Optimization exercise on an open flow, not production practice. RTL: at most simulated, not proved equivalent. Function not checked: runs 2 and 3. Power: default activity.

## flow/design.v

```verilog
module vga_core( 
   Hsync, Vsync, vgaRed, vgaGreen, vgaBlue, vg__stall,
   clk, rst_b, vg__color
   );
   parameter HOR_BITS = 11;
   parameter VER_BITS = 10;
   parameter HOR_ADDR = 800;
   parameter HOR_BLANK = 240;
   parameter HOR_TOTAL = HOR_ADDR + HOR_BLANK;
   parameter VER_ADDR = 600;
   parameter VER_BLANK = 66;
   parameter VER_TOTAL = VER_ADDR + VER_BLANK;
   parameter HSYNC_START = 856;
   parameter HSYNC_LENGTH = 120;
   parameter VSYNC_START = 637;
   parameter VSYNC_LENGTH = 6;
   output reg 	     Hsync;
   output reg 	     Vsync; 
   output [1:3]      vgaRed;
   output [1:3]      vgaGreen;
   output [2:3]      vgaBlue;
   output 	     vg__stall;
   input 	     clk;
   input 	     rst_b;
   input [7:0] 	     vg__color;
   reg [HOR_BITS-1:0] h_addr;
   reg [VER_BITS-1:0] v_addr;
   assign vg__stall = (h_addr >= HOR_ADDR || v_addr >= VER_ADDR);
   assign { vgaRed, vgaGreen, vgaBlue } = vg__stall ? 8'b0 : vg__color;
   always @(posedge clk or negedge rst_b) begin
      if (!rst_b) begin
	 Hsync <= 1'h0;
	 Vsync <= 1'h0;
	 h_addr <= {HOR_BITS{1'b0}};
	 v_addr <= {VER_BITS{1'b0}};
      end else begin
	 if (h_addr == (HOR_TOTAL - 1)) begin
	    h_addr <= {HOR_BITS{1'b0}};
	    if (v_addr == (VER_TOTAL - 1))
	      v_addr <= {VER_BITS{1'b0}};
	    else
	      v_addr <= v_addr + 1;
	 end else begin
	    h_addr <= h_addr + 1;
	 end
	 Hsync <= (HSYNC_START <= h_addr && h_addr < (HSYNC_START + HSYNC_LENGTH));
	 Vsync <= (VSYNC_START <= v_addr && v_addr < (VSYNC_START + VSYNC_LENGTH));
      end
   end
endmodule
module vga_stage_rectangle( 
   st__color_1a, st__x_1a, st__y_1a,
   clk, rst_b, st__color_0a, st__x_0a, st__y_0a, st__conf_multi_index,
   st__a0, st__data, vg__rect_write, vg__stall
   );
   parameter WIDTHBITS = 10;
   parameter HEIGHTBITS = 10;
   parameter COLORBITS = 8;
   parameter MULTIBITS = 5;
   output reg [COLORBITS-1:0]  st__color_1a;
   output reg [WIDTHBITS-1:0]  st__x_1a;
   output reg [HEIGHTBITS-1:0] st__y_1a;
   input 		       clk;
   input 		       rst_b;
   input [COLORBITS-1:0]       st__color_0a;
   input [WIDTHBITS-1:0]       st__x_0a;
   input [HEIGHTBITS-1:0]      st__y_0a;
   input [MULTIBITS-1:0]       st__conf_multi_index;
   input                       st__a0;
   input [31:0]                st__data;
   input 		       vg__rect_write;
   input 		       vg__stall;
   reg [COLORBITS-1:0] 	       color [0:2**MULTIBITS-1];
   reg 			       enabled[0:2**MULTIBITS-1];
   reg [WIDTHBITS-1:0] 	       rect_x1[0:2**MULTIBITS-1];
   reg [WIDTHBITS-1:0] 	       rect_x2[0:2**MULTIBITS-1];
   reg [HEIGHTBITS-1:0]        rect_y1[0:2**MULTIBITS-1];
   reg [HEIGHTBITS-1:0]        rect_y2[0:2**MULTIBITS-1];
   wire [0:2**MULTIBITS-1]     valid_bus;
   wire [COLORBITS-1:0]        color_bus[0:2**MULTIBITS];
   always @(posedge clk or negedge rst_b) begin
      if (!rst_b) begin
	 st__color_1a <= {COLORBITS{1'b0}};
	 st__x_1a <= {WIDTHBITS{1'b0}};
	 st__y_1a <= {HEIGHTBITS{1'b0}};
      end else begin
	 if (!vg__stall) begin
	    st__color_1a <= (|valid_bus) ? color_bus[2**MULTIBITS] : st__color_0a;
	    st__x_1a <= st__x_0a;
	    st__y_1a <= st__y_0a;
	 end
      end
   end
   assign color_bus[0] = {COLORBITS{1'b0}};
   generate
      genvar 		       i;
      for (i = 1; i <= 2**MULTIBITS; i = i + 1) begin : buses
	 assign valid_bus[i-1] = enabled[i-1] &&
				 rect_x1[i-1] <= st__x_0a && st__x_0a <= rect_x2[i-1] &&
				 rect_y1[i-1] <= st__y_0a && st__y_0a <= rect_y2[i-1];
	 assign color_bus[i] = valid_bus[i-1] ? (color[i-1] | color_bus[i-1]) : color_bus[i-1];
      end
      for (i = 0; i < 2**MULTIBITS; i = i + 1) begin : registers
	 always @(posedge clk or negedge rst_b) begin
	    if (!rst_b) begin
	       enabled[i] <= 1'h0;
	    end else begin
	       if (vg__rect_write && st__conf_multi_index == i) begin
                  if (st__a0 == 1'b0) begin
		     rect_x1[i] <= st__data[9:0];
		     rect_y1[i] <= st__data[19:10];
		     color[i] <= st__data[27:20];
		     enabled[i] <= st__data[28];
                  end else begin
		     rect_x2[i] <= st__data[9:0];
		     rect_y2[i] <= st__data[19:10];
                  end
	       end
	    end
	 end
      end
   endgenerate
endmodule
module vga_pipeline( 
   vg__color,
   clk, rst_b, st__data, vg__addr, vg__rect_write, vg__stall
   );
   parameter WIDTH = 800;
   parameter HEIGHT = 600;
   parameter WIDTHBITS = 10;
   parameter HEIGHTBITS = 10;
   parameter COLORBITS = 8;
   parameter RECTBITS = 6;
   output [COLORBITS-1:0] vg__color;
   input 		  clk, rst_b;
   input [31:0]           st__data;
   input [RECTBITS:0]     vg__addr;
   input 		  vg__rect_write;
   input 		  vg__stall;
   wire [COLORBITS-1:0]   color[0:1];
   wire [WIDTHBITS-1:0]   x[0:1];
   wire [HEIGHTBITS-1:0]  y[0:1];
   reg [WIDTHBITS-1:0] 	  x_counter;
   reg [HEIGHTBITS-1:0]   y_counter;
   assign color[0] = 8'h00;
   assign vg__color = color[1];
   assign x[0] = x_counter;
   assign y[0] = y_counter;
   always @(posedge clk or negedge rst_b) begin
      if (!rst_b) begin
	 x_counter <= {WIDTHBITS{1'b0}};
	 y_counter <= {HEIGHTBITS{1'b0}};
      end else begin
	 if (!vg__stall) begin
	    if (x_counter == (WIDTH - 1)) begin
	       x_counter <= 0;
	       if (y_counter == (HEIGHT - 1))
		 y_counter <= 0;
	       else
		 y_counter <= y_counter + 1;
	    end else begin
	       x_counter <= x_counter + 1;
	    end
	 end
      end
   end
   vga_stage_rectangle #(WIDTHBITS,HEIGHTBITS,COLORBITS,RECTBITS)
   RectangleStage(.st__conf_multi_index(vg__addr[RECTBITS:1]),
		  .st__a0		(vg__addr[0]),
		  .st__color_0a(color[0]),
		  .st__color_1a(color[1]),
		  .st__x_0a(x[0]),
		  .st__x_1a(x[1]),
		  .st__y_0a(y[0]),
		  .st__y_1a(y[1]),
		  .clk			(clk),
		  .rst_b		(rst_b),
		  .st__data		(st__data[31:0]),
		  .vg__rect_write	(vg__rect_write),
		  .vg__stall		(vg__stall));
endmodule
module vga_unit( 
   Hsync, Vsync, vgaRed, vgaGreen, vgaBlue,
   clk, rst_b, vg__data, vg__addr, vg__write
   );
   parameter WIDTH = 800;
   parameter HEIGHT = 600;
   parameter WIDTHBITS = 10;
   parameter HEIGHTBITS = 10;
   parameter COLORBITS = 8;
   parameter RECTBITS = 6;
   output 		Hsync;
   output 		Vsync; 
   output [1:3] 	vgaRed;
   output [1:3] 	vgaGreen;
   output [2:3] 	vgaBlue;
   input 		clk;
   input                rst_b;
   input [31:0]         vg__data;
   input [RECTBITS:0]   vg__addr;
   input                vg__write;
   wire [COLORBITS-1:0]	vg__color;		 
   wire			vg__stall;		 
   vga_core VGA( 
		.Hsync			(Hsync),
		.Vsync			(Vsync),
		.vgaRed			(vgaRed[1:3]),
		.vgaGreen		(vgaGreen[1:3]),
		.vgaBlue		(vgaBlue[2:3]),
		.vg__stall		(vg__stall),
		.clk			(clk),
		.rst_b			(rst_b),
		.vg__color		(vg__color[7:0]));
   vga_pipeline #(WIDTH, HEIGHT, WIDTHBITS, HEIGHTBITS, COLORBITS, RECTBITS)
   Video(.vg__rect_write		(vg__write),
	 .st__data			(vg__data),
	 .vg__color			(vg__color[COLORBITS-1:0]),
	 .clk				(clk),
	 .rst_b				(rst_b),
	 .vg__addr			(vg__addr[RECTBITS:0]),
	 .vg__stall			(vg__stall));
endmodule
```

## flow/run.sh

```bash
#!/bin/bash
# synth_recipe.tcl (not shown) runs the flow's synth.tcl, then flattens the netlist and writes it again
# the make line also repeats each setting of config.mk as NAME=value (left out here)
make -C /OpenROAD-flow-scripts/flow DESIGN_CONFIG=/design/flow/config.mk WORK_HOME=/design/flow/orfs CLKGATE_MAP_FILE= SYNTH_SCRIPT=/design/flow/synth_recipe.tcl finish
```

## flow/config.mk

```make
export PLATFORM = sky130hd
export DESIGN_NAME = vga_unit
export DESIGN_NICKNAME = vga_unit
export VERILOG_FILES = /design/flow/design.v
export SDC_FILE = /design/flow/constraint.sdc
export NUM_CORES = 4
export LEC_CHECK = 0
export CAP_MARGIN = 20
export CORE_MARGIN = 2
export CORE_UTILIZATION = 45
export PLACE_DENSITY = 0.6
export SLEW_MARGIN = 20
```

## flow/constraint.sdc

```tcl
create_clock -name core_clock -period 7.0 [get_ports {clk}]
set_input_delay 1.4000 -clock core_clock [delete_from_list [all_inputs] [get_ports {clk}]]
set_output_delay 1.4000 -clock core_clock [all_outputs]
set_load 0.01 [all_outputs]
```

==> reports/qor.yml, run 1 <==
synth:
  syn-instance-count: 12100
  largest_area_contributor_in_the_synthesized_netlist: "edfxtp_1"
  async_reset_ff_frac: 0.0361
  largest_cells_by_area_after_synthesis: "edfxtp_1 (57%), ha_1 (20%), inv_1 (3.9%)"
  post-synth-top-area-fraction: 0.571
  synthDistinctLibCells: 77
  mean_instance_size_in_the_synthesized_netlist_um2: 13.4
  sequential_cell_area_fraction_in_the_yosys_report: 0.589
  ys_warn_count: 9
  ys_dominant_reg_cell: "edfxtp_1"
  synth-edff-count: 3072
  synth.cell_area_um2: 161000
  syn_nets: 14700
  postSynthRegisterBits: 3187
global_route:
  largest_net_degree_at_the_start_of_global_routing: 92
  first_global_vias: 107000
  wire_length_of_the_first_global_routing_pass_mm: 742
  gr-usage-all-layers: 0.284
  grt_antenna_before_repair: 47
  overflow_after_grt: 0
cells_and_area:
  final_core_area_utilization: 0.514
  layout.cells.most_common_list: "edfxtp_1 (3072), ha_1 (2566), inv_1 (1639)"
  fin_nets: 15400
  final_layout_size_suffix_gt1_frac: 0.0907
  mostFrequentLayoutCell: "edfxtp_1"
  area.growth.synth_to_final_pct: 13.6
  filler_cell_count: 29400
drt:
  detail_route.vias_per_cell: 6.10
  tritonroute_pass_1_iters: 6
  ant_nets: 0
  drt_iter0_drc: 13800
  routed_wl_mm: 525
  final_routed_wire_length_divided_by_cell_count_um: 29.5
  post-route-drc-count: 0
  dr_total_vias: 109000
setup_path:
  timing.rr.end: "Video.RectangleStage.st__color_1a[5]"
  worst_ep_required_time_ns: 7.84
  category_of_the_worst_setup_path_launch_point: "flop"
  critPathArrivalTime_ns: 6.32
  setup.worst_path.class: "reg2reg"
  r2r_cells: 14
  endpoint_kind: "flop"
  worst-path-max-fanout: 29
  ff2ff_setup_slack_ns: 1.52
  critical_path.reg2reg.startpoint: "Video.y_counter[7]"
floorplan:
  core-area_um2: 356000
  floorplan.die_area_um2: 364000
  initial_utilization: 0.453
  floorplan.die.width_um: 603
  num_rows: 219
  number_of_top_level_design_ports: 52
  dieHeight_um: 603
place:
  place.detailed.hpwl_mm: 321
  place_ws_ns: 1.58
  io_buffer_count: 48
  place_congestion: 0.905
power_and_ir_drop:
  combinationalPowerShare: 0.028
  ir_worst_vdd_uv: 191
  seq_power_share: 0.518
  switching_share: 0.217
  power.density_nw_per_um2: 221
  leakage_power_figure_nw: 73.4
  intPower_mw: 31.8
  clkPwrFrac: 0.454
  total_switching_power_mw: 8.81
sta:
  layout_min_cycle_time_ns: 5.48
  worst_clock_skew_ns: 0.0604
  hold_slack_ns: 0.422
  achievable-frequency_ghz: 0.182
  setup_violations: 0
  final_max_slew_viol_count: 0
  tightestPinTransition_ns: 1.25
  fin_tns_setup_ns: 0
  min_period_over_period: 0.783
  timing.final.ws_setup_ns: 1.52
  unrepaired_setup_endpoints_after_global_routing: "false"
  hold_viol_final: 0
  timing.max_slew.rel_slack: 0.165
clock_network:
  tritoncts_buffer_count: 352
  post_cts.repair.setup_buffers: 0
  cts.sink_count: 3187
  h-tree-depth: 5
  max-clock-path-buffers: 4
  clkLatencyLatePin_ns: 0.96
  tritoncts: "built"
  cts-root-buf: "clkbuf_16"
  cts_hold_fix_bufs: 0
  post_cts_resized: 0
  clkSlewWorstSetupHoldPaths_ns: 0.06
outcome:
  outcome: "no timing/DRC/antenna violations"
worst_hold_path:
  timing.hold.worst.class: "in2async"
flow_run:
  cap_violations: 0
## metal layers
layer  part of all wire  global-route usage  vias up
li1                   -                   -    47700
met4              0.043               0.110       12
met5            0.00015                   0        -
met3              0.099              0.0502     1075
met2               0.45               0.457     5228
met1               0.40               0.383    54700
## area by class of cell
| cell class | instances | area (um2) | area share |
|---|---|---|---|
| Timing Repair Buffer | 412 | 3880 | 0.0212 |
| Inverter | 1659 | 6280 | 0.0342 |
| Antenna cell | 14 | 35.0 | 0.000191 |
| Tap cell | 4751 | 5940 | 0.0324 |
| Clock buffer | 466 | 9570 | 0.0522 |
| Multi-Input combinational cell | 7161 | 60800 | 0.331 |
| Clock inverter | 178 | 1730 | 0.00943 |
| Sequential cell | 3187 | 95200 | 0.519 |
## sequential cells by signal, indices dropped and copies added (netlist names), 10 cells and up
name / cells
Video.y_counter: 10
Video.RectangleStage.rect_y1: 640
Video.RectangleStage.enabled: 64
VGA.h_addr: 11
Video.RectangleStage.rect_y2: 640
Video.RectangleStage.rect_x2: 640
Video.RectangleStage.rect_x1: 640
Video.RectangleStage.color: 512
VGA.v_addr: 10
Video.x_counter: 10
## through the flow
stage	instances	total power, mW	area, um2
2_1_floorplan	12100	21.6	161000
3_3_place_gp	17200	22.5	172000
3_5_place_dp	17200	22.6	172000
4_1_cts	17800	40.8	183000
5_1_grt	17800	41.5	183000
6_report	17800	40.6	183000
## critical path, stage by stage (launching register included)
cell	delay, ns
dfrtp_4	0.97
inv_4	0.47
ha_1	0.47
and3_1	0.18
nand3_1	0.10
a21o_1	0.16
a221oi_1	0.71
nor4_2	0.12
buf_4	0.26
a22o_1	0.25
a221oi_1	0.24
buf_4	0.17
nand4_1	0.15
or4_1	0.68
o32a_1	0.33
## power by group through the flow
| stage | logic, mW | registers [mW] | clock network [mW] |
|---|---|---|---|
| after floorplan | 0.213 | 21.4 | 0 |
| after global placement | 1.11 | 21.4 | 0 |
| after detailed placement | 1.13 | 21.4 | 0 |
| after CTS | 1.13 | 21.0 | 18.6 |
| after global routing | 1.16 | 21.0 | 19.3 |
| final | 1.15 | 21.0 | 18.4 |
## how the worst max path moves through the flow
stage | end | start | slack [ns] | depth (start not counted)
4_1_cts | Video.RectangleStage.st__color_1a[2] | Video.y_counter[7] | 1.46 | 13
3_3_place_gp | Video.RectangleStage.st__color_1a[4] | Video.x_counter[5] | 1.44 | 12
2_1_floorplan | Video.RectangleStage.st__color_1a[2] | Video.x_counter[5] | 0.88 | 12
3_5_place_dp | Video.RectangleStage.st__color_1a[5] | Video.y_counter[7] | 1.58 | 14
6_report | Video.RectangleStage.st__color_1a[5] | Video.y_counter[7] | 1.52 | 14
5_1_grt | Video.RectangleStage.st__color_1a[5] | Video.y_counter[7] | 1.34 | 14
## kinds of logic after synthesis
group,synth area share
AND/OR/NAND/NOR,0.0686
XOR/XNOR,0.00152
multiplexers,0.00452
buffers and inverters,0.0397
AO/OA/AOI/OAI,0.0975
flip-flops,0.589
adder cells (fa/ha/maj),0.199
## cell usage after synthesis (146+ instances only)
library cell and count:
a21o_1 183, nor2_1 530, edfxtp_1 3072, a21oi_1 585, nand2_1 325, nand4_1 532, nand3_1 173, nand2b_1 146
a211oi_1 340, a22oi_1 160, inv_1 1659, o21ai_0 386, ha_1 2566
==> run 2: changes to the inputs <==
==> flow/design.v (replaced) <==
module vga_unit(
   Hsync, Vsync, vgaRed, vgaGreen, vgaBlue,
   clk, rst_b, vg__data, vg__addr, vg__write
   );
   output reg           Hsync;
   output reg           Vsync;
   output [1:3]         vgaRed;
   output [1:3]         vgaGreen;
   output [2:3]         vgaBlue;
   input                clk;
   input                rst_b;
   input [31:0]         vg__data;
   input [6:0]          vg__addr;
   input                vg__write;
   reg [10:0] h;
   reg [9:0]  v;
   reg        blank;             
   wire       h_end = (h == 11'd1039);
   wire       v_end = (v == 10'd665);
   wire [10:0] h_nx = h_end ? 11'd0 : h + 11'd1;
   wire [9:0]  v_nx = h_end ? (v_end ? 10'd0 : v + 10'd1) : v;
   wire        blank_nx = (h_nx >= 11'd800) || (v_nx >= 10'd600);
   always @(posedge clk or negedge rst_b) begin
      if (!rst_b) begin
         h <= 11'd0;
         v <= 10'd0;
         blank <= 1'b0;
         Hsync <= 1'b0;
         Vsync <= 1'b0;
      end else begin
         h <= h_nx;
         v <= v_nx;
         blank <= blank_nx;
         Hsync <= (h >= 11'd856) && (h < 11'd976);
         Vsync <= (v >= 10'd637) && (v < 10'd643);
      end
   end
   reg [9:0] x1 [0:63];
   reg [9:0] y1 [0:63];
   reg [9:0] x2 [0:63];
   reg [9:0] y2 [0:63];
   reg [7:0] col [0:63];
   reg       en [0:63];
   wire [9:0] px = h[9:0];
   wire [9:0] py = v;
   function le10(input [9:0] a, input [9:0] b);
      integer j;
      reg r;
      begin
         r = 1'b1;
         for (j = 0; j < 10; j = j + 1)
           r = (a[j] ^ b[j]) ? b[j] : r;
         le10 = r;
      end
   endfunction
   reg [7:0] newcol;
   integer k;
   always @(*) begin
      newcol = 8'd0;
      for (k = 0; k < 64; k = k + 1)
        if (en[k] && le10(x1[k], px) && le10(px, x2[k]) && le10(y1[k], py) && le10(py, y2[k]))
          newcol = newcol | col[k];
   end
   genvar i;
   generate
      for (i = 0; i < 64; i = i + 1) begin : rect
         always @(posedge clk or negedge rst_b) begin
            if (!rst_b) begin
               en[i] <= 1'b0;
            end else if (vg__write && vg__addr[6:1] == i && !vg__addr[0]) begin
               en[i] <= vg__data[28];
            end
         end
         always @(posedge clk) begin
            if (vg__write && vg__addr[6:1] == i) begin
               if (!vg__addr[0]) begin
                  x1[i]  <= vg__data[9:0];
                  y1[i]  <= vg__data[19:10];
                  col[i] <= vg__data[27:20];
               end else begin
                  x2[i] <= vg__data[9:0];
                  y2[i] <= vg__data[19:10];
               end
            end
         end
      end
   endgenerate
   reg [7:0] held;
   reg [7:0] rgb;
   always @(posedge clk or negedge rst_b) begin
      if (!rst_b) begin
         held <= 8'd0;
         rgb <= 8'd0;
      end else begin
         if (!blank)
           held <= newcol;
         rgb <= blank_nx ? 8'd0 : (blank ? held : newcol);
      end
   end
   assign {vgaRed, vgaGreen, vgaBlue} = rgb;
endmodule
==> run 2 against run 1 <==
  * Final cell count decreased by 19%
  * Via count decreased by 12%
  * Area after synthesis decreased by 14%
  * Clock-buffer cell count decreased by 11
  * Clock skew decreased by 0.014 ns
  * Register-to-register slack got worse by 0.15 ns
  * Sequential power about the same
  * Critical path type unchanged
  * Largest power group unchanged
==> reports/qor.yml, run 2 <==
cells_and_area:
  fin_nets: 10000  # -35%
  filler_cell_count: 25200  # -14%
  area.growth.synth_to_final_pct: 13.1
  finalNonFillerCells: 14400  # -19%
  mostFrequentLayoutCell: "edfxtp_1"
  final_core_area_utilization: 0.512  # -0.00271
  final_layout_size_suffix_gt1_frac: 0.125  # +0.0339
  layout.cells.most_common_list: "edfxtp_1 (3072), nor2b_1 (586), nand2b_1 (567)"
  post_layout_instance_area_um2: 157000  # -15%
place:
  io_buffer_count: 48  # unchanged
  place.detailed.hpwl_mm: 281  # -12%
  dpl-instance-area_um2: 145000  # -15%
  placed_cells_incl_taps: 13800  # -20%
  place_congestion: 0.896  # -0.92%
drt:
  post-route-drc-count: 0  # unchanged
  routed_wl_mm: 483  # -8.0%
  tritonroute_pass_1_iters: 9  # +3
  detail_route.vias_per_cell: 6.62  # +8.6%
  final_routed_wire_length_divided_by_cell_count_um: 33.6  # +14%
  ant_nets: 0  # unchanged
  dr_total_vias: 95300  # -12%
  drt_iter0_drc: 14200  # +3.0%
global_route:
  gr-usage-all-layers: 0.303  # +0.0189
  wire_length_of_the_first_global_routing_pass_mm: 671  # -9.5%
  first_global_vias: 90700  # -15%
  overflow_after_grt: 0  # unchanged
  grt_antenna_before_repair: 29  # -38%
  largest_net_degree_at_the_start_of_global_routing: 93  # +1.1%
floorplan:
  num_rows: 203  # -7.3%
  floorplan.die.width_um: 559  # -7.4%
  number_of_top_level_design_ports: 52  # unchanged
  floorplan.die_area_um2: 312000  # -14%
  initial_utilization: 0.452  # about the same
  core-area_um2: 306000  # -14%
  dieHeight_um: 559  # -7.4%
power_and_ir_drop:
  combinationalPowerShare: 0.020  # -0.008
  power.density_nw_per_um2: 254  # +15%
  leakage_power_figure_nw: 49.7  # -32%
  ir_worst_vdd_uv: 208  # +8.8%
  total_power_mw: 39.7  # -2.2%
  seq_power_share: 0.529  # +0.011
  clkPwrFrac: 0.452  # -0.002
  switching_share: 0.211  # -0.00589
  total_switching_power_mw: 8.38  # -4.9%
  intPower_mw: 31.3  # -1.5%
clock_network:
  clkLatencyLatePin_ns: 0.96  # about the same
  tritoncts: "built"
  tritoncts_buffer_count: 338  # -4.0%
  max-clock-path-buffers: 4  # unchanged
  h-tree-depth: 5  # unchanged
  cts.sink_count: 3176  # -0.35%
  cts_hold_fix_bufs: 0  # unchanged
  cts-root-buf: "clkbuf_16"
  post_cts.repair.setup_buffers: 0  # unchanged
  post_cts_resized: 0  # unchanged
  clkSlewWorstSetupHoldPaths_ns: 0.06  # about the same
synth:
  netlist_top_cells_count: "edfxtp_1 (3072), nor2b_1 (586), nand2b_1 (567), maj3_1 (491), inv_1 (382)"
  syn_nets: 9833  # -33%
  synth.cell_area_um2: 138000  # -14%
  ys_warn_count: 7  # -2
  mean_instance_size_in_the_synthesized_netlist_um2: 14.1  # +5.6%
  async_reset_ff_frac: 0.0327  # -0.00334
  sequential_cell_area_fraction_in_the_yosys_report: 0.685  # +0.0962
  largest_area_contributor_in_the_synthesized_netlist: "edfxtp_1"
  synthDistinctLibCells: 106  # +38%
  post-synth-top-area-fraction: 0.667  # +0.0952
  synthMostInstantiatedCell: "edfxtp_1"
  largest_cells_by_area_after_synthesis: "edfxtp_1 (67%), maj3_1 (3.6%), nor2b_1 (2.6%)"
  postSynthRegisterBits: 3176  # -0.35%
  synth-edff-count: 3072  # unchanged
  syn-instance-count: 9786  # -19%
  ys_dominant_reg_cell: "edfxtp_1"
worst_hold_path:
  worst_hold_startpoint: "en[0]"
  timing.hold.worst.class: "reg2reg"
setup_path:
  r2r_cells: 12  # -2
  crit_chain: "inv_8, maj3_2, maj3_2, maj3_2, o2bb2ai_2, o221ai_1, and4b_1, a221oi_2, o2111ai_1, or4_1, or4b_1, and3_1"
  critPathArrivalTime_ns: 6.45  # +0.13 ns
  crit_path_frequent_cell: "maj3_2"
  buf_inv_on_cp: 1  # -2
  largest_stage_delay_worst_path_ns: 0.82  # -0.15 ns
  setup.worst_path.class: "reg2reg"
  crit_path_end: "rgb[3]"
  setup.worst_path.start: "h[1]"
  worst-path-max-fanout: 66  # +130%
  timing.critical_path.max_delay_family: "simple AND/OR/NAND/NOR gates"
  category_of_the_worst_setup_path_launch_point: "flop"
  endpoint_kind: "flop"
  worst_ep_required_time_ns: 7.82  # -0.02 ns
  critical_path.reg2reg.startpoint: "h[1]"
  timing.rr.end: "rgb[3]"
  critical-path-slowest-cell: "dfrtp_2"
  cp.depth: 12  # -2
  ff2ff_setup_slack_ns: 1.37  # -0.15 ns
sta:
  tightestPinTransition_ns: 1.16  # -0.0815 ns
  final_max_slew_viol_count: 0  # unchanged
  timing.max_slew.rel_slack: 0.219  # +0.0535
  min_period_over_period: 0.804  # +0.0209
  achievable-frequency_ghz: 0.178  # -2.6%
  setup_violations: 0  # unchanged
  hold_viol_final: 0  # unchanged
  fin_tns_setup_ns: 0  # unchanged
  worst_clock_skew_ns: 0.0464  # -0.0140 ns
  layout_min_cycle_time_ns: 5.63  # +0.147 ns
  unrepaired_setup_endpoints_after_global_routing: "false"
flow_run:
  cap_violations: 0  # unchanged
outcome:
  outcome: "no timing/DRC/antenna violations"
[run 2: through the flow]
stage,worst slack (ns),hold WS [ns]
floorplan,3.18,0.443
global placement,1.55,0.463
detailed placement,1.50,0.485
CTS,1.49,0.484
global route,1.28,0.491
finish,1.37,0.503
[run 2: routing by layer]
metal / global-route usage / share of wire / up-vias
li1: - / - / 39300
met1: 0.410 / 0.39 / 48800
met2: 0.485 / 0.46 / 6089
met3: 0.0472 / 0.10 / 1146
met4: 0.133 / 0.048 / 4
met5: 0 / 0.000056 / -
[run 2: cell type report]
type / count / area [um2] / share of cell area
inverters: 399 / 1630 / 0.0104
clock buffers: 455 / 9230 / 0.0590
multi-input cells: 5651 / 39900 / 0.255
well taps: 4100 / 5130 / 0.0328
repair buffers: 430 / 3930 / 0.0251
clock inverters: 169 / 1730 / 0.0111
flip-flops and latches: 3176 / 94900 / 0.607
diodes: 12 / 30.0 / 0.000192
[run 2: logic make-up (layout without fill, tap and decap cells)]
kind of cell	count (synthesis)	in the layout	synth area share
AOI/OAI and AO/OA	2628	2628	0.142
xor gates and xnor gates	15	15	0.000949
adders and majority gates	524	524	0.0382
buffers and inverters	959	1453	0.0309
DFF	3176	3176	0.685
muxes	66	66	0.00536
other	0	12	0
and+or+nand+nor	2418	2418	0.0969
[run 2: power by group through the flow]
| stage | Combinational (mW) | Clock (mW) | Sequential (mW) |
|---|---|---|---|
| after CTS | 0.761 | 18.1 | 21.0 |
| after floorplan | 0.113 | 0 | 21.4 |
| after global routing | 0.785 | 18.8 | 21.0 |
| after detailed placement | 0.761 | 0 | 21.4 |
| final | 0.780 | 17.9 | 21.0 |
| after global placement | 0.751 | 0 | 21.4 |
[run 2: worst min-delay path by stage]
| stage | endpoint | slack, ns | depth (start not counted) |
|---|---|---|---|
| after floorplan | Hsync | 0.44 | 1 |
| after global placement | held[7] | 0.46 | 2 |
| after detailed placement | held[2] | 0.49 | 2 |
| after CTS | en[34] | 0.48 | 1 |
| after global routing | en[28] | 0.49 | 1 |
| final | en[0] | 0.50 | 1 |
==> run 3: changes to the inputs <==
==> flow/design.v (replaced) <==
module vga_unit(
   Hsync, Vsync, vgaRed, vgaGreen, vgaBlue,
   clk, rst_b, vg__data, vg__addr, vg__write
   );
   output reg           Hsync;
   output reg           Vsync;
   output [1:3]         vgaRed;
   output [1:3]         vgaGreen;
   output [2:3]         vgaBlue;
   input                clk;
   input                rst_b;
   input [31:0]         vg__data;
   input [6:0]          vg__addr;
   input                vg__write;
   function le10(input [9:0] a, input [9:0] b);
      integer j;
      reg r;
      begin
         r = 1'b1;
         for (j = 0; j < 10; j = j + 1)
           r = (a[j] ^ b[j]) ? b[j] : r;
         le10 = r;
      end
   endfunction
   reg [10:0] hn;
   reg [9:0]  vn;
   reg        blank;             
   wire       hn_end = (hn == 11'd1039);
   wire       vn_end = (vn == 10'd665);
   wire       blank_nx = (hn >= 11'd800) || (vn >= 10'd600);
   always @(posedge clk or negedge rst_b) begin
      if (!rst_b) begin
         hn <= 11'd1;
         vn <= 10'd0;
         blank <= 1'b0;
         Hsync <= 1'b0;
         Vsync <= 1'b0;
      end else begin
         hn <= hn_end ? 11'd0 : hn + 11'd1;
         if (hn_end)
           vn <= vn_end ? 10'd0 : vn + 10'd1;
         blank <= blank_nx;
         Hsync <= (hn >= 11'd857) && (hn < 11'd977);
         Vsync <= (hn == 11'd0) ? ((vn >= 10'd638) && (vn < 10'd644))
                                : ((vn >= 10'd637) && (vn < 10'd643));
      end
   end
   wire [9:0] pxn = hn[9:0];
   wire [9:0] pyn = vn;
   reg [9:0] x1 [0:63];
   reg [9:0] y1 [0:63];
   reg [9:0] x2 [0:63];
   reg [9:0] y2 [0:63];
   reg [7:0] col [0:63];
   reg       en [0:63];
   reg       f1 [0:63];          
   reg       f2 [0:63];          
   reg       wr_r;
   reg [5:0] idx_r;
   reg       half_r;
   reg       gge;                
   reg       gle;                
   always @(posedge clk or negedge rst_b) begin
      if (!rst_b)
        wr_r <= 1'b0;
      else
        wr_r <= vg__write;
   end
   always @(posedge clk) begin
      idx_r <= vg__addr[6:1];
      half_r <= vg__addr[0];
      gge <= le10(vg__data[9:0], pxn) && le10(vg__data[19:10], pyn);
      gle <= le10(pxn, vg__data[9:0]) && le10(pyn, vg__data[19:10]);
   end
   genvar i;
   generate
      for (i = 0; i < 64; i = i + 1) begin : rect
         always @(posedge clk or negedge rst_b) begin
            if (!rst_b) begin
               en[i] <= 1'b0;
            end else if (vg__write && vg__addr[6:1] == i && !vg__addr[0]) begin
               en[i] <= vg__data[28];
            end
         end
         always @(posedge clk) begin
            if (vg__write && vg__addr[6:1] == i) begin
               if (!vg__addr[0]) begin
                  x1[i]  <= vg__data[9:0];
                  y1[i]  <= vg__data[19:10];
                  col[i] <= vg__data[27:20];
               end else begin
                  x2[i] <= vg__data[9:0];
                  y2[i] <= vg__data[19:10];
               end
            end
            f1[i] <= le10(x1[i], pxn) && le10(y1[i], pyn);
            f2[i] <= le10(pxn, x2[i]) && le10(pyn, y2[i]);
         end
      end
   endgenerate
   reg [7:0] newcol;
   reg       hit, a1, a2;
   integer k;
   always @(*) begin
      newcol = 8'd0;
      for (k = 0; k < 64; k = k + 1) begin
         hit = wr_r && idx_r == k;
         a1 = (hit && !half_r) ? gge : f1[k];
         a2 = (hit && half_r) ? gle : f2[k];
         if (en[k] && a1 && a2)
           newcol = newcol | col[k];
      end
   end
   reg [7:0] held;
   reg [7:0] rgb;
   always @(posedge clk or negedge rst_b) begin
      if (!rst_b) begin
         held <= 8'd0;
         rgb <= 8'd0;
      end else begin
         if (!blank)
           held <= newcol;
         rgb <= blank_nx ? 8'd0 : (blank ? held : newcol);
      end
   end
   assign {vgaRed, vgaGreen, vgaBlue} = rgb;
endmodule
--- a/flow/config.mk
+++ b/flow/config.mk
@@ -9,4 +9,5 @@
 export CORE_MARGIN = 2
 export CORE_UTILIZATION = 45
 export PLACE_DENSITY = 0.6
+export SETUP_SLACK_MARGIN = 4.5
 export SLEW_MARGIN = 20
==> run 3 against run 2 <==
  * Synthesized cell count shrank 4.8%
  * Global-route usage grew 3.2 points
  * Non-clock buffer count up 581
  * Wire length grew 13%
  * Register-to-register slack better by 2.1 ns
  * Worst hold slack worse by 0.19 ns
  * Sequential power increased by 4%
  * Sequential share of layout area decreased by 5.8 points
  * Power increased by 6.0%
  * Die area increased by 1.0%
  * Maximum frequency increased by 59%
  * Via count grew 1.1%
  * Critical path type unchanged
  * Critical endpoint is now rgb[7]
==> reports/qor.yml, run 3 <==
sta:
  layout_min_cycle_time_ns: 3.53  # -2.10 ns
  timing.final.ws_setup_ns: 3.47  # +2.10 ns
  worst_clock_skew_ns: 0.0502  # +0.00378 ns
  setup_violations: 0  # unchanged
  unrepaired_setup_endpoints_after_global_routing: "true"
  min_period_over_period: 0.504  # -0.300
  fin_tns_setup_ns: 0  # unchanged
  hold_viol_final: 0  # unchanged
  hold_slack_ns: 0.316  # -0.188 ns
  final_max_slew_viol_count: 0  # unchanged
  achievable-frequency_ghz: 0.283  # +59%
  tightestPinTransition_ns: 1.25  # +0.0821 ns
  timing.max_slew.rel_slack: 0.157  # -0.0617
drt:
  final_routed_wire_length_divided_by_cell_count_um: 37.1  # +10%
  dr_total_vias: 96400  # +1.1%
  drt_iter0_drc: 13800  # -2.5%
  detail_route.vias_per_cell: 6.55  # -1.1%
  post-route-drc-count: 0  # unchanged
  ant_nets: 0  # unchanged
  tritonroute_pass_1_iters: 8  # -1
  routed_wl_mm: 546  # +13%
global_route:
  first_global_vias: 93100  # +2.7%
  wire_length_of_the_first_global_routing_pass_mm: 737  # +9.8%
  largest_net_degree_at_the_start_of_global_routing: 113  # +22%
  gr-usage-all-layers: 0.335  # +0.0324
  overflow_after_grt: 0  # unchanged
  grt_antenna_before_repair: 39  # +34%
clock_network:
  cts-root-buf: "clkbuf_16"
  h-tree-depth: 5  # unchanged
  cts.sink_count: 3314  # +4.3%
  tritoncts_buffer_count: 353  # +4.4%
  clkLatencyLatePin_ns: 0.97  # about the same
  tritoncts: "built"
  clkSlewWorstSetupHoldPaths_ns: 0.06  # about the same
  max-clock-path-buffers: 4  # unchanged
power_and_ir_drop:
  total_power_mw: 42.1  # +6.0%
  leakage_power_figure_nw: 56.7  # +14%
  ir_worst_vdd_uv: 212  # +1.9%
  power.density_nw_per_um2: 236  # -6.8%
place:
  io_buffer_count: 48  # unchanged
  place_congestion: 0.958  # +6.9%
  place.detailed.hpwl_mm: 262  # -6.8%
  place_ws_ns: 2.13  # +0.626 ns
setup_path:
  critPathArrivalTime_ns: 4.33  # -2.12 ns
  ff2ff_setup_slack_ns: 3.47  # +2.10 ns
  timing.rr.end: "rgb[7]"
  worst_ep_required_time_ns: 7.80  # -0.02 ns
  r2r_cells: 9  # -3
  critical_path.reg2reg.startpoint: "wr_r"
  endpoint_kind: "flop"
  crit_chain: "or4b_4, buf_6, o21ai_4, a22oi_2, a222oi_1, nand4_1, nor4_4, buf_4, a211oi_1"
  category_of_the_worst_setup_path_launch_point: "flop"
  critical-path-slowest-cell: "a222oi_1"
  worst-path-max-fanout: 6  # -91%
  largest_stage_delay_worst_path_ns: 0.96  # +0.14 ns
  setup.worst_path.class: "reg2reg"
synth:
  post-synth-top-area-fraction: 0.660  # -0.00666
  mean_instance_size_in_the_synthesized_netlist_um2: 15.0  # +6.1%
  largest_area_contributor_in_the_synthesized_netlist: "edfxtp_1"
  syn_nets: 9364  # -4.8%
  sequential_cell_area_fraction_in_the_yosys_report: 0.698  # +0.0130
  ys_dominant_reg_cell: "edfxtp_1"
  netlist_top_cells_count: "edfxtp_1 (3072), maj3_1 (1232), nand2b_1 (641), nor2b_1 (519), clkbuf_1 (416)"
  syn-instance-count: 9315  # -4.8%
  largest_cells_by_area_after_synthesis: "edfxtp_1 (66%), maj3_1 (8.8%), nand2b_1 (2.9%)"
  synth-edff-count: 3072  # unchanged
  synth.cell_area_um2: 140000  # +1.0%
  async_reset_ff_frac: 0.0317  # -0.00106
  postSynthRegisterBits: 3314  # +4.3%
  synthDistinctLibCells: 94  # -11%
  synthMostInstantiatedCell: "edfxtp_1"
  ys_warn_count: 9  # +2
outcome:
  outcome: "no timing/DRC/antenna violations"
floorplan:
  num_rows: 204  # +0.49%
  floorplan.die.width_um: 561  # +0.50%
  core-area_um2: 309000  # +0.99%
  initial_utilization: 0.453  # about the same
  number_of_top_level_design_ports: 52  # unchanged
  dieHeight_um: 561  # +0.50%
  floorplan.die_area_um2: 315000  # +1.0%
cells_and_area:
  mostFrequentLayoutCell: "edfxtp_1"
  fin_nets: 10300  # +2.9%
  layout.cells.most_common_list: "edfxtp_1 (3072), maj3_2 (864), nand2b_1 (587)"
  final_layout_size_suffix_gt1_frac: 0.345  # +0.221
  final_core_area_utilization: 0.577  # +0.0649
  area.growth.synth_to_final_pct: 27.4
flow_run:
  cap_violations: 0  # unchanged
worst_hold_path:
  timing.hold.worst.class: "in2async"
==> run 3: changes by cell type after synthesis, sizes merged, moves of 99 or more <==
cell    delta
clkbuf   +294
maj3     +728
buf      -350
nor2     -119
a211oi    -99
nand2    -214
o22ai    -256
dfxtp    +137
==> run 3: cells by family (layout without fill, tap and decap cells) <==
group / count (synthesis) / after routing / synth area share
flops: 3314 / 3314 / 0.698
simple gates: 1864 / 1969 / 0.0784
xor+xnor: 15 / 15 / 0.000940
other cells: 0 / 16 / 0
mux: 67 / 67 / 0.00542
compound gates: 1913 / 1913 / 0.102
fa+ha+maj: 1254 / 1254 / 0.0901
buf+inv: 888 / 2050 / 0.0247
==> run 3: how the worst max path moves through the flow <==
| stage | depth (start not counted) | slack, ns | endpoint | startpoint |
|---|---|---|---|---|
| floorplan | 4 | 3.65 | en[63] | vg__addr[5] |
| global placement | 5 | 2.23 | en[27] | vg__addr[4] |
| detailed placement | 5 | 2.13 | en[53] | vg__addr[1] |
| CTS | 10 | 3.45 | held[7] | wr_r |
| global route | 9 | 3.47 | held[7] | idx_r[0] |
| finish | 9 | 3.47 | rgb[7] | wr_r |
==> run 3: critical path: cells and delay by family (launching register included) <==
family | cells | cell delay [ns]
compound gates | 4 | 1.30
simple gates | 3 | 1.22
buf+inv | 2 | 0.38
flops | 1 | 0.46
==> run 3: per-layer routing <==
metal  vias to the layer above  part of all wire  global-route usage
li1                      38700                 -                   -
met1                     50100              0.37               0.444
met2                      6216              0.45               0.521
met4                        10             0.063               0.175
met3                      1460              0.11              0.0710
met5                         -           0.00012                   0
==> run 3: what timing repair did <==
action	CTS	global route
setup endpoints to repair	3342	1401
hold buffers	0	0
gates resized for setup	1374	466
buffers inserted	579	124
pin swaps	1023	742
gates cloned	157	19
==> run 3: per-stage QoR <==
stage          instances  area, um2
2_1_floorplan       9315     143000
3_5_place_dp       13200     148000
4_1_cts            14600     174000
6_report           14700     178000
3_3_place_gp       13200     148000
5_1_grt            14700     178000
==> run 3: layout make-up <==
cell class	count	area [um2]
fillers	23500	131000
repair buffers	1011	13900
multi-input cells	5218	48000
clock inverters	155	1810
clock buffers	495	9860
diodes	16	40.0
flip-flops and latches	3314	97700
inverters	384	1610
repair inverters	5	68.8
well taps	4120	5150
==> run 3: where the power goes <==
part           switching, mW  internal (mW)  leakage [nW]
Combinational          0.921          0.259          20.9
Sequential            0.0627           21.7          30.1
Clock                   7.98           11.1          5.69
==> run 4: changes to the inputs <==
==> flow/design.v (replaced) <==
module vga_unit(
   Hsync, Vsync, vgaRed, vgaGreen, vgaBlue,
   clk, rst_b, vg__data, vg__addr, vg__write
   );
   output reg           Hsync;
   output reg           Vsync;
   output [1:3]         vgaRed;
   output [1:3]         vgaGreen;
   output [2:3]         vgaBlue;
   input                clk;
   input                rst_b;
   input [31:0]         vg__data;
   input [6:0]          vg__addr;
   input                vg__write;
   function le10(input [9:0] a, input [9:0] b);
      integer j;
      reg r;
      begin
         r = 1'b1;
         for (j = 0; j < 10; j = j + 1)
           r = (a[j] ^ b[j]) ? b[j] : r;
         le10 = r;
      end
   endfunction
   reg [10:0] hn;
   reg [9:0]  vn;
   reg        blank;             
   wire       hn_end = (hn == 11'd1039);
   wire       vn_end = (vn == 10'd665);
   wire [10:0] hn_nx = hn_end ? 11'd0 : hn + 11'd1;
   wire [9:0]  vn_nx = hn_end ? (vn_end ? 10'd0 : vn + 10'd1) : vn;
   wire       blank_nx = (hn >= 11'd800) || (vn >= 10'd600);
   reg [9:0]  pxa, pya, pxb, pyb;
   always @(posedge clk or negedge rst_b) begin
      if (!rst_b) begin
         hn <= 11'd1;
         vn <= 10'd0;
         pxa <= 10'd1;
         pya <= 10'd0;
         pxb <= ~10'd1;
         pyb <= ~10'd0;
         blank <= 1'b0;
         Hsync <= 1'b0;
         Vsync <= 1'b0;
      end else begin
         hn <= hn_nx;
         vn <= vn_nx;
         pxa <= hn_nx[9:0];
         pya <= vn_nx;
         pxb <= ~hn_nx[9:0];
         pyb <= ~vn_nx;
         blank <= blank_nx;
         Hsync <= (hn >= 11'd857) && (hn < 11'd977);
         Vsync <= (hn == 11'd0) ? ((vn >= 10'd638) && (vn < 10'd644))
                                : ((vn >= 10'd637) && (vn < 10'd643));
      end
   end
   wire [9:0] dx = vg__data[9:0];
   wire [9:0] dy = vg__data[19:10];
   wire       gge = le10(dx, pxa) && le10(dy, pya);
   wire       gle = le10(pxa, dx) && le10(pya, dy);
   reg [9:0] x1 [0:63];
   reg [9:0] y1 [0:63];
   reg [9:0] x2 [0:63];
   reg [9:0] y2 [0:63];
   reg [7:0] col [0:63];
   reg       en [0:63];
   reg       f1 [0:63];          
   reg       f2 [0:63];          
   genvar i;
   generate
      for (i = 0; i < 64; i = i + 1) begin : rect
         wire w1 = vg__write && vg__addr[6:1] == i && !vg__addr[0];
         wire w2 = vg__write && vg__addr[6:1] == i && vg__addr[0];
         wire [9:0] qx = (i % 2 == 0) ? pxa : ~pxb;
         wire [9:0] qy = (i % 2 == 0) ? pya : ~pyb;
         always @(posedge clk or negedge rst_b) begin
            if (!rst_b)
              en[i] <= 1'b0;
            else if (w1)
              en[i] <= vg__data[28];
         end
         always @(posedge clk) begin
            if (w1) begin
               x1[i]  <= dx;
               y1[i]  <= dy;
               col[i] <= vg__data[27:20];
            end
            if (w2) begin
               x2[i] <= dx;
               y2[i] <= dy;
            end
            f1[i] <= w1 ? gge : (le10(x1[i], qx) && le10(y1[i], qy));
            f2[i] <= w2 ? gle : (le10(qx, x2[i]) && le10(qy, y2[i]));
         end
      end
   endgenerate
   reg [7:0] newcol;
   integer k;
   always @(*) begin
      newcol = 8'd0;
      for (k = 0; k < 64; k = k + 1)
        if (en[k] && f1[k] && f2[k])
          newcol = newcol | col[k];
   end
   reg [7:0] held;
   reg [7:0] rgb;
   always @(posedge clk or negedge rst_b) begin
      if (!rst_b) begin
         held <= 8'd0;
         rgb <= 8'd0;
      end else begin
         if (!blank)
           held <= newcol;
         rgb <= blank_nx ? 8'd0 : (blank ? held : newcol);
      end
   end
   assign {vgaRed, vgaGreen, vgaBlue} = rgb;
endmodule
==> run 4 against run 3 <==
  * Still clean
  * Synthesized cell count is 7.4% higher
  * Clock power hardly changed
  * Area after synthesis is 0.14% lower
  * Critical path type is now reg2out
  * Critical endpoint is now Vsync
==> reports/qor.yml, run 4 <==
outcome:
  outcome: "no timing/DRC/antenna violations"
synth:
  largest_cells_by_area_after_synthesis: "edfxtp_1 (66%), a22oi_1 (2.7%), o22ai_1 (2.2%)"
  ys_dominant_reg_cell: "edfxtp_1"
  synth-edff-count: 3072  # unchanged
  syn-instance-count: 10000  # +7.4%
  sequential_cell_area_fraction_in_the_yosys_report: 0.702  # +0.00323
  synthMostInstantiatedCell: "edfxtp_1"
  syn_nets: 10100  # +7.4%
  synth.cell_area_um2: 140000  # -0.14%
  largest_area_contributor_in_the_synthesized_netlist: "edfxtp_1"
  async_reset_ff_frac: 0.0373  # +0.00562
  netlist_top_cells_count: "edfxtp_1 (3072), nor2_1 (611), clkbuf_1 (565), a21oi_1 (530), o22ai_1 (500)"
  mean_instance_size_in_the_synthesized_netlist_um2: 13.9  # -7.0%
  ys_warn_count: 9  # unchanged
  post-synth-top-area-fraction: 0.661  # +0.000893
  synthDistinctLibCells: 86  # -8.5%
  postSynthRegisterBits: 3324  # +0.30%
clock_network:
  tritoncts_buffer_count: 351  # -0.57%
  cts-root-buf: "clkbuf_16"
  max-clock-path-buffers: 4  # unchanged
  h-tree-depth: 5  # unchanged
  clkLatencyLatePin_ns: 1.00  # +0.03 ns
  tritoncts: "built"
  cts_hold_fix_bufs: 0  # unchanged
  cts.sink_count: 3324  # +0.30%
  clkSlewWorstSetupHoldPaths_ns: 0.06  # about the same
setup_path:
  ff2ff_setup_slack_ns: 4.30  # +0.83 ns
  buf_inv_on_cp: 1  # -1
  crit_chain: "buf_6"
  critical-path-slowest-cell: "dfrtp_2"
  worst_ep_required_time_ns: 5.60  # -2.20 ns
  category_of_the_worst_setup_path_launch_point: "flop"
  endpoint_kind: "output port"
  largest_stage_delay_worst_path_ns: 0.50  # -0.46 ns
  setup.worst_path.class: "reg2out"
  critPathArrivalTime_ns: 1.59  # -2.74 ns
  timing.critical_path.max_delay_family: "flip-flops"
  worst-path-max-fanout: 1  # -5
drt:
  post-route-drc-count: 0  # unchanged
  tritonroute_pass_1_iters: 13  # +5
  routed_wl_mm: 549  # +0.45%
  dr_total_vias: 104000  # +7.8%
  detail_route.vias_per_cell: 7.00  # +6.8%
  ant_nets: 0  # unchanged
  drt_iter0_drc: 19200  # +39%
  final_routed_wire_length_divided_by_cell_count_um: 37.0  # -0.44%
sta:
  hold_viol_final: 0  # unchanged
  unrepaired_setup_endpoints_after_global_routing: "true"
  fin_tns_setup_ns: 0  # unchanged
  min_period_over_period: 0.427  # -0.0778
  timing.max_slew.rel_slack: 0.286  # +0.129
  setup_violations: 0  # unchanged
  achievable-frequency_ghz: 0.335  # +18%
  worst_clock_skew_ns: 0.0797  # +0.0295 ns
  final_max_slew_viol_count: 0  # unchanged
  tightestPinTransition_ns: 1.07  # -0.176 ns
  layout_min_cycle_time_ns: 2.99  # -0.545 ns
cells_and_area:
  layout.cells.most_common_list: "edfxtp_1 (3072), a21oi_1 (512), o22ai_1 (492)"
  area.growth.synth_to_final_pct: 19.3
  final_layout_size_suffix_gt1_frac: 0.171  # -0.175
  fin_nets: 10500  # +1.1%
  final_core_area_utilization: 0.539  # -0.0375
  mostFrequentLayoutCell: "edfxtp_1"
place:
  place_congestion: 0.949  # -0.94%
  place.detailed.hpwl_mm: 270  # +2.8%
  io_buffer_count: 48  # unchanged
floorplan:
  floorplan.die_area_um2: 315000  # -0.14%
  num_rows: 204  # unchanged
  dieHeight_um: 561  # about the same
  core-area_um2: 309000  # unchanged
  number_of_top_level_design_ports: 52  # unchanged
  floorplan.die.width_um: 561  # about the same
  initial_utilization: 0.452  # -0.000612
global_route:
  overflow_after_grt: 0  # unchanged
  wire_length_of_the_first_global_routing_pass_mm: 735  # -0.31%
  gr-usage-all-layers: 0.330  # -0.00522
  grt_antenna_before_repair: 38  # -2.6%
  first_global_vias: 96400  # +3.5%
  largest_net_degree_at_the_start_of_global_routing: 121  # +7.1%
power_and_ir_drop:
  leakage_power_figure_nw: 53.8  # -5.1%
  total_power_mw: 42.1  # about the same
  total_switching_power_mw: 9.03  # +0.71%
  intPower_mw: 33.1  # about the same
  power.density_nw_per_um2: 253  # +7.0%
  switching_share: 0.214  # +0.00133
  combinationalPowerShare: 0.025  # -0.003
  clkPwrFrac: 0.456  # +0.002
  ir_worst_vdd_uv: 235  # +11%
  seq_power_share: 0.519  # about the same
flow_run:
  cap_violations: 0  # unchanged
worst_hold_path:
  timing.hold.worst.class: "in2async"
==> run 4: cell count changes after synthesis, sizes merged, moves of 151 or more <==
| cell | delta |
|---|---|
| maj3 | -1000 |
| nand2b | -480 |
| o22ai | +438 |
| nor2 | +383 |
| a22oi | +352 |
| nor2b | -315 |
| nand2 | +297 |
| a21oi | +285 |
| inv | -212 |
| nand4 | +163 |
| a221oi | -152 |
| clkbuf | +151 |
==> run 4: power groups by stage <==
stage               logic [mW]  registers [mW]  clock network, mW
floorplan                0.190            22.2                  0
global placement         0.838            22.3                  0
detailed placement       0.848            22.3                  0
CTS                      0.965            21.9               19.3
global route              1.02            21.9               20.0
finish                    1.03            21.9               19.2
==> run 4: through the flow <==
step	setup WS, ns	hold WS, ns	std cells	area, um2
finish	4.01	0.278	14800	167000
global route	3.99	0.278	14800	167000
floorplan	3.65	0.447	10000	141000
global placement	2.09	0.460	13600	145000
CTS	4.01	0.260	14700	165000
detailed placement	2.07	0.479	13700	145000
==> run 4: kinds of logic after synthesis <==
| family | after synthesis | synth area share |
|---|---|---|
| simple gates | 2091 | 0.0763 |
| flops | 3324 | 0.702 |
| fa+ha+maj | 254 | 0.0184 |
| compound gates | 3344 | 0.171 |
| buf+inv | 883 | 0.0246 |
| xor+xnor | 13 | 0.000816 |
| mux | 97 | 0.00753 |
==> run 4: path summary, 6_finish.rpt <==
path                       startpoint       to  cells after the start
max                             Vsync    Vsync                      1
min in group core_clock       held[6]  held[6]                      2
max reg2reg                    f2[42]   rgb[5]                      7
min reg2reg                   held[6]  held[6]                      2
max in group asynchronous       rst_b   pya[2]                      2
min                             rst_b   en[42]                      1
==> run 4: final cells by class <==
cell class	count	area, um2
fillers	24700	142000
flip-flops and latches	3324	98100
multi-input cells	5912	41700
clock buffers	491	9860
repair buffers	635	8710
well taps	4120	5150
clock inverters	165	2030
inverters	172	845
repair inverters	7	61.3
diodes	23	57.6
==> run 4: layer usage <==
layer,GRT usage,vias up,routed length [um]
met5,0,-,66
met4,0.182,10,35100
met3,0.0801,1637,76200
met2,0.503,8209,241000
met1,0.436,52300,197000
li1,-,41700,-
==> run 4: timing repair <==
item                                     CTS  global route
endpoints found under the setup margin  3503           527
buffers inserted                         297            60
gates resized for setup                  565           209
gates cloned                             138            25
pin swaps                                174            55
==> run 5: changes to the inputs <==
--- a/flow/config.mk
+++ b/flow/config.mk
@@ -7,7 +7,9 @@
 export LEC_CHECK = 0
 export CAP_MARGIN = 20
 export CORE_MARGIN = 2
-export CORE_UTILIZATION = 45
-export PLACE_DENSITY = 0.6
-export SETUP_SLACK_MARGIN = 4.5
+export CORE_UTILIZATION = 65
+export CTS_CLUSTER_DIAMETER = 100
+export CTS_CLUSTER_SIZE = 25
+export PLACE_DENSITY = 0.8
+export SETUP_SLACK_MARGIN = 4.3
 export SLEW_MARGIN = 20
==> run 5 against run 4 <==
  * Clock-buffer cell count shrank 221
  * First-iteration DRC count is 29% higher
  * Register-to-register slack got worse by 0.25 ns
  * Largest cell class unchanged
==> reports/qor.yml, run 5 <==
drt:
  tritonroute_pass_1_iters: 14  # +1
  routed_wl_mm: 495  # -9.8%
  drt_iter0_drc: 24800  # +29%
  ant_nets: 0  # unchanged
  final_routed_wire_length_divided_by_cell_count_um: 37.6  # +1.7%
  detail_route.vias_per_cell: 8.01  # +15%
  post-route-drc-count: 0  # unchanged
  dr_total_vias: 106000  # +1.6%
synth:
  largest_family_of_logic_cells_by_synthesized_area: "compound AO/OA/AOI/OAI gates"
  synthMostInstantiatedCell: "edfxtp_1"
  syn-instance-count: 10000  # unchanged
  synthDistinctLibCells: 86  # unchanged
  syn_nets: 10100  # unchanged
  ys_dominant_reg_cell: "edfxtp_1"
  area_fraction_in_compound_gates_after_synthesis: 0.171  # unchanged
  synth-adder-area-share: 0.0184  # unchanged
  area_share_of_xor_xnor_cells_in_the_synthesized_design: 0.000816  # unchanged
  largest_area_contributor_in_the_synthesized_netlist: "edfxtp_1"
  mean_instance_size_in_the_synthesized_netlist_um2: 13.9  # unchanged
  netlist_top_cells_count: "edfxtp_1 (3072), nor2_1 (611), clkbuf_1 (565), a21oi_1 (530), o22ai_1 (500)"
  ys_warn_count: 9  # unchanged
  largest_cells_by_area_after_synthesis: "edfxtp_1 (66%), a22oi_1 (2.7%), o22ai_1 (2.2%)"
  post_synth_and_or_nand_nor_area_fraction: 0.0763  # unchanged
  synth.area.mux_share: 0.00753  # unchanged
  postSynthRegisterBits: 3324  # unchanged
  async_reset_ff_frac: 0.0373  # unchanged
  post-synth-top-area-fraction: 0.661  # unchanged
  synth-edff-count: 3072  # unchanged
  synth.cell_area_um2: 140000  # unchanged
  sequential_cell_area_fraction_in_the_yosys_report: 0.702  # unchanged
clock_network:
  cts.sink_count: 3324  # unchanged
  tritoncts: "built"
  max-clock-path-buffers: 3  # -1
  cts_hold_fix_bufs: 0  # unchanged
  h-tree-depth: 4  # -1
  cts-root-buf: "clkbuf_16"
  clkSlewWorstSetupHoldPaths_ns: 0.11  # +0.05 ns
  clkLatencyLatePin_ns: 0.90  # -0.10 ns
  tritoncts_buffer_count: 152  # -57%
sta:
  fin_tns_setup_ns: 0  # unchanged
  hold_slack_ns: 0.511  # +0.233 ns
  worst_clock_skew_ns: 0.0371  # -0.0426 ns
  hold_viol_final: 0  # unchanged
  tightestPinTransition_ns: 1.32  # +0.247 ns
  min_period_over_period: 0.422  # -0.00431
  unrepaired_setup_endpoints_after_global_routing: "true"
  layout_min_cycle_time_ns: 2.96  # -0.0302 ns
  setup_violations: 0  # unchanged
  timing.max_slew.rel_slack: 0.121  # -0.165
  final_max_slew_viol_count: 0  # unchanged
  achievable-frequency_ghz: 0.338  # +1.0%
outcome:
  outcome: "no timing/DRC/antenna violations"
global_route:
  largest_net_degree_at_the_start_of_global_routing: 112  # -7.4%
  gr-usage-all-layers: 0.432  # +0.102
  grt_antenna_before_repair: 32  # -16%
  overflow_after_grt: 0  # unchanged
  wire_length_of_the_first_global_routing_pass_mm: 673  # -8.4%
  first_global_vias: 98600  # +2.3%
setup_path:
  setup.worst_path.class: "reg2out"
  worst-path-max-fanout: 1  # unchanged
  critical-path-slowest-cell: "dfrtp_2"
  endpoint_kind: "output port"
  largest_stage_delay_worst_path_ns: 0.50  # about the same
  crit_chain: "buf_6"
  ff2ff_setup_slack_ns: 4.05  # -0.25 ns
  worst_ep_required_time_ns: 5.60  # about the same
  critical_path.reg2reg.startpoint: "f2[40]"
  category_of_the_worst_setup_path_launch_point: "flop"
  r2r_cells: 6  # -1
  critPathArrivalTime_ns: 1.56  # -0.03 ns
  timing.rr.end: "rgb[6]"
  buf_inv_on_cp: 1  # unchanged
  timing.critical_path.max_delay_family: "flip-flops"
cells_and_area:
  layout.cells.most_common_list: "edfxtp_1 (3072), a21oi_1 (528), o22ai_1 (493)"
  area.growth.synth_to_final_pct: 11.5
  final_core_area_utilization: 0.727  # +0.188
  fin_nets: 10200  # -2.1%
  multiInputGateArea_um2: 41200  # -1.4%
  mostFrequentLayoutCell: "edfxtp_1"
  seqCellArea_um2: 98100  # about the same
  final_layout_size_suffix_gt1_frac: 0.128  # -0.0425
  filler_cell_count: 12600  # -49%
  post_layout_instance_area_um2: 156000  # -6.6%
power_and_ir_drop:
  leakage_power_figure_nw: 49.2  # -8.6%
  total_power_mw: 33.3  # -21%
  ir_worst_vdd_uv: 310  # +32%
  power.density_nw_per_um2: 214  # -15%
place:
  place.detailed.hpwl_mm: 251  # -6.8%
  io_buffer_count: 48  # unchanged
  place_congestion: 1.02  # +7.3%
  dpl-instance-area_um2: 144000  # -1.3%
floorplan:
  num_rows: 170  # -17%
  initial_utilization: 0.652  # +0.200
  floorplan.die.width_um: 467  # -17%
  core-area_um2: 214000  # -31%
  dieHeight_um: 467  # -17%
  floorplan.die_area_um2: 218000  # -31%
  number_of_top_level_design_ports: 52  # unchanged
worst_hold_path:
  timing.hold.worst.class: "in2async"
flow_run:
  cap_violations: 0  # unchanged
==> run 5: cell types whose count changed in the layout (fill, tap and decap cells not counted), sizes merged, moves of 6 or more <==
cell      before  now
diode         23   17
clkinv       120    5
bufbuf        14    6
nor2         719  727
clkinvlp       7    0
clkbuf       522  282
bufinv        34    1
==> run 5: power breakdown <==
| part | switching, mW | internal [mW] | total [mW] |
|---|---|---|---|
| clock network | 6.14 | 4.33 | 10.5 |
| logic | 0.802 | 0.176 | 0.978 |
| registers | 0.0834 | 21.8 | 21.8 |
| total | 7.03 | 26.3 | 33.3 |
==> run 5: worst max path at each step <==
stage                           start      to  slack, ns  cells past startpoint
after global routing            Vsync   Vsync       4.04                      1
final                           Vsync   Vsync       4.04                      1
after CTS                       Hsync   Hsync       4.02                      1
after floorplan           vg__addr[4]  en[39]       3.65                      5
after detailed placement  vg__addr[4]  en[21]       1.93                      4
after global placement    vg__addr[4]  en[21]       1.99                      4
==> run 5: repair_timing <==
item,in CTS,in global routing
setup buffers,281,89
pin swaps,170,40
setup endpoints to repair,3313,1020
gates resized for setup,352,147
cloned,121,19
==> run 5: kinds of logic (layout without fill, tap and decap cells) <==
family          count (synthesis)  after routing
compound gates               3344           3344
xor+xnor                       13             13
fa+ha+maj                     254            254
buf+inv                       883           1067
flops                        3324           3324
mux                            97             97
other cells                     0             17
simple gates                 2091           2213
==> run 5: area by class of cell <==
| type | instances | share of cell area |
|---|---|---|
| Timing Repair inverter | 1 | 0.0000563 |
| Sequential cell | 3324 | 0.630 |
| Inverter | 172 | 0.00507 |
| Clock inverter | 13 | 0.000965 |
| Timing Repair Buffer | 611 | 0.0481 |
| Multi-Input combinational cell | 5921 | 0.264 |
| Tap cell | 2838 | 0.0228 |
| Clock buffer | 270 | 0.0281 |
| Antenna cell | 17 | 0.000273 |
==> run 5: through the flow <==
step           setup slack, ns  instances
5_1_grt                   4.04      13200
2_1_floorplan             3.65      10000
3_5_place_dp              1.93      12400
6_report                  4.04      13200
3_3_place_gp              1.99      12400
4_1_cts                   4.02      13000
==> run 5: metal layers <==
metal | track usage | share of wire
met1 | 0.551 | 0.31
met2 | 0.624 | 0.42
met3 | 0.145 | 0.19
met4 | 0.309 | 0.087
met5 | 0.000220 | 0.00044
==> run 6: changes to the inputs <==
--- a/flow/config.mk
+++ b/flow/config.mk
@@ -7,9 +7,9 @@
 export LEC_CHECK = 0
 export CAP_MARGIN = 20
 export CORE_MARGIN = 2
-export CORE_UTILIZATION = 65
+export CORE_UTILIZATION = 55
 export CTS_CLUSTER_DIAMETER = 100
 export CTS_CLUSTER_SIZE = 25
-export PLACE_DENSITY = 0.8
+export PLACE_DENSITY = 0.7
 export SETUP_SLACK_MARGIN = 4.3
 export SLEW_MARGIN = 20
==> run 6 against run 5 <==
  * Still clean on timing, DRC and antenna
  * First-iteration DRC count is 20% lower
  * Worst hold slack lost 0.0049 ns
  * Cell area is 0.18% higher
  * Register-to-register slack better by 0.06 ns
  * Sequential share of layout area decreased by 0.11 points
  * Critical endpoint unchanged
  * Global-route usage is 7.1 points lower
  * Critical path depth did not move
  * Maximum frequency up 1.2%
  * Area after synthesis unchanged
  * Combinational power fell by 2.2%
  * Synthesized cell count unchanged
==> reports/qor.yml, run 6 <==
clock_network:
  clkSlewWorstSetupHoldPaths_ns: 0.10  # about the same
  cts_hold_fix_bufs: 0  # unchanged
  tritoncts_buffer_count: 151  # -0.66%
  tritoncts: "built"
  cts.sink_count: 3324  # unchanged
  clkLatencyLatePin_ns: 0.91  # about the same
  cts-root-buf: "clkbuf_16"
  max-clock-path-buffers: 3  # unchanged
  h-tree-depth: 4  # unchanged
cells_and_area:
  layout.cells.most_common_list: "edfxtp_1 (3072), a21oi_1 (528), o22ai_1 (492)"
  final_layout_size_suffix_gt1_frac: 0.127  # -0.00166
  filler_cell_count: 18200  # +44%
  mostFrequentLayoutCell: "edfxtp_1"
  fin_nets: 10200  # -0.22%
  area.growth.synth_to_final_pct: 11.7
synth:
  largest_area_contributor_in_the_synthesized_netlist: "edfxtp_1"
  async_reset_ff_frac: 0.0373  # unchanged
  sequential_cell_area_fraction_in_the_yosys_report: 0.702  # unchanged
  netlist_top_cells_count: "edfxtp_1 (3072), nor2_1 (611), clkbuf_1 (565), a21oi_1 (530), o22ai_1 (500)"
  postSynthRegisterBits: 3324  # unchanged
  ys_dominant_reg_cell: "edfxtp_1"
  syn-instance-count: 10000  # unchanged
  ys_warn_count: 9  # unchanged
  synthDistinctLibCells: 86  # unchanged
  synth.cell_area_um2: 140000  # unchanged
  syn_nets: 10100  # unchanged
  synth-edff-count: 3072  # unchanged
  largest_cells_by_area_after_synthesis: "edfxtp_1 (66%), a22oi_1 (2.7%), o22ai_1 (2.2%)"
  post-synth-top-area-fraction: 0.661  # unchanged
  mean_instance_size_in_the_synthesized_netlist_um2: 13.9  # unchanged
  synthMostInstantiatedCell: "edfxtp_1"
drt:
  final_routed_wire_length_divided_by_cell_count_um: 35.6  # -5.2%
  dr_total_vias: 101000  # -4.0%
  tritonroute_pass_1_iters: 9  # -5
  routed_wl_mm: 486  # -1.8%
  detail_route.vias_per_cell: 7.42  # -7.4%
  ant_nets: 0  # unchanged
  drt_iter0_drc: 19900  # -20%
  highest_layer: "met5"
  met2_length_mm: 218  # +4.6%
  dr_wl_met3_mm: 71.8  # -22%
  post-route-drc-count: 0  # unchanged
  wl_met1_mm: 166  # +9.4%
sta:
  timing.max_slew.rel_slack: 0.215  # +0.0941
  worst_clock_skew_ns: 0.0659  # +0.0289 ns
  min_period_over_period: 0.417  # -0.00512
  unrepaired_setup_endpoints_after_global_routing: "true"
  tightestPinTransition_ns: 1.17  # -0.145 ns
  achievable-frequency_ghz: 0.342  # +1.2%
  layout_min_cycle_time_ns: 2.92  # -0.0359 ns
  final_max_slew_viol_count: 0  # unchanged
  hold_slack_ns: 0.506  # -0.00487 ns
  setup_violations: 0  # unchanged
  hold_viol_final: 0  # unchanged
  fin_tns_setup_ns: 0  # unchanged
setup_path:
  setup.worst_path.class: "reg2out"
  worst-path-max-fanout: 1  # unchanged
  timing.critical_path.max_delay_family: "flip-flops"
  category_of_the_worst_setup_path_launch_point: "flop"
  critPathArrivalTime_ns: 1.52  # -0.04 ns
  buf_inv_on_cp: 1  # unchanged
  crit_chain: "buf_6"
  worst_ep_required_time_ns: 5.60  # about the same
  largest_stage_delay_worst_path_ns: 0.48  # -0.02 ns
  endpoint_kind: "output port"
  critical-path-slowest-cell: "dfrtp_2"
floorplan:
  floorplan.die.width_um: 508  # +8.6%
  floorplan.die_area_um2: 258000  # +18%
  initial_utilization: 0.554  # -0.0981
  core-area_um2: 252000  # +18%
  number_of_top_level_design_ports: 52  # unchanged
  dieHeight_um: 508  # +8.6%
  num_rows: 184  # +8.2%
place:
  place_congestion: 0.966  # -5.1%
  place.detailed.hpwl_mm: 258  # +2.6%
  io_buffer_count: 48  # unchanged
global_route:
  gr-usage-all-layers: 0.361  # -0.0712
  overflow_after_grt: 0  # unchanged
  grt_antenna_before_repair: 29  # -9.4%
  largest_net_degree_at_the_start_of_global_routing: 143  # +28%
  wire_length_of_the_first_global_routing_pass_mm: 667  # -0.91%
  first_global_vias: 94400  # -4.3%
power_and_ir_drop:
  power.density_nw_per_um2: 213  # -0.48%
  leakage_power_figure_nw: 48.9  # -0.53%
  ir_worst_vdd_uv: 200  # -35%
flow_run:
  cap_violations: 0  # unchanged
worst_hold_path:
  timing.hold.worst.class: "reg2reg"
outcome:
  outcome: "no timing/DRC/antenna violations"
## run 6: cells by family (layout without fill, tap and decap cells)
logic type,Yosys count,after routing,synth area share
buf+inv,883,1032,0.0246
fa+ha+maj,254,254,0.0184
other cells,0,16,0
mux,97,97,0.00753
compound gates,3344,3344,0.171
simple gates,2091,2217,0.0763
xor+xnor,13,13,0.000816
flops,3324,3324,0.702
## run 6: path summary, 6_finish.rpt
path | start | to | slack (ns) | cells past startpoint
worst max-delay path | Vsync | Vsync | 4.08 | 1
worst min-delay path | held[2] | held[2] | 0.51 | 2
worst max register to register | f2[43] | rgb[5] | 4.11 | 6
worst min register to register | held[2] | held[2] | 0.51 | 2
max in group asynchronous | rst_b | pya[8] | 5.22 | 2
min in group asynchronous | rst_b | en[56] | 0.53 | 1
## run 6: through the flow
stage / cell area (um2) / instances / setup slack [ns] / power (mW) / utilization
global placement: 144000 / 12900 / 2.06 / 23.1 / 0.573
floorplan: 141000 / 10000 / 3.65 / 22.4 / -
detailed placement: 144000 / 12900 / 2.02 / 23.1 / 0.573
global route: 156000 / 13600 / 4.05 / 33.8 / 0.619
CTS: 154000 / 13500 / 3.65 / 33.1 / 0.610
finish: 156000 / 13600 / 4.08 / 33.2 / 0.619
## run 6: where the power goes
group | internal (mW) | leakage [nW] | switching [mW] | total [mW]
combinational | 0.168 | 16.6 | 0.788 | 0.956
sequential | 21.8 | 30.3 | 0.0794 | 21.8
clock | 4.21 | 2.11 | 6.19 | 10.4
## run 6: area by class of cell
class                           instances  area, um2  area share
Clock inverter                         16        239     0.00153
Tap cell                             3348       4190      0.0269
Timing Repair inverter                  2       17.5    0.000112
Multi-Input combinational cell       5925      41300       0.265
Inverter                              172        787     0.00505
Timing Repair Buffer                  584       7000      0.0449
Clock buffer                          258       4210      0.0270
Sequential cell                      3324      98100       0.629
Antenna cell                           16       40.0    0.000257
## run 6: per-layer routing
layer  global-route usage  vias up
met5                    0        -
met4                0.205       18
met3               0.0846     1498
met2                0.556     8513
met1                0.474    50300
li1                     -    41000
## run 6: what timing repair did
action,4_1_cts,5_1_grt
resized for setup,352,187
endpoints found under the setup margin,3413,1529
endpoints found under the hold margin,0,0
pin swaps,129,47
gates cloned,121,19
buffers inserted,220,118
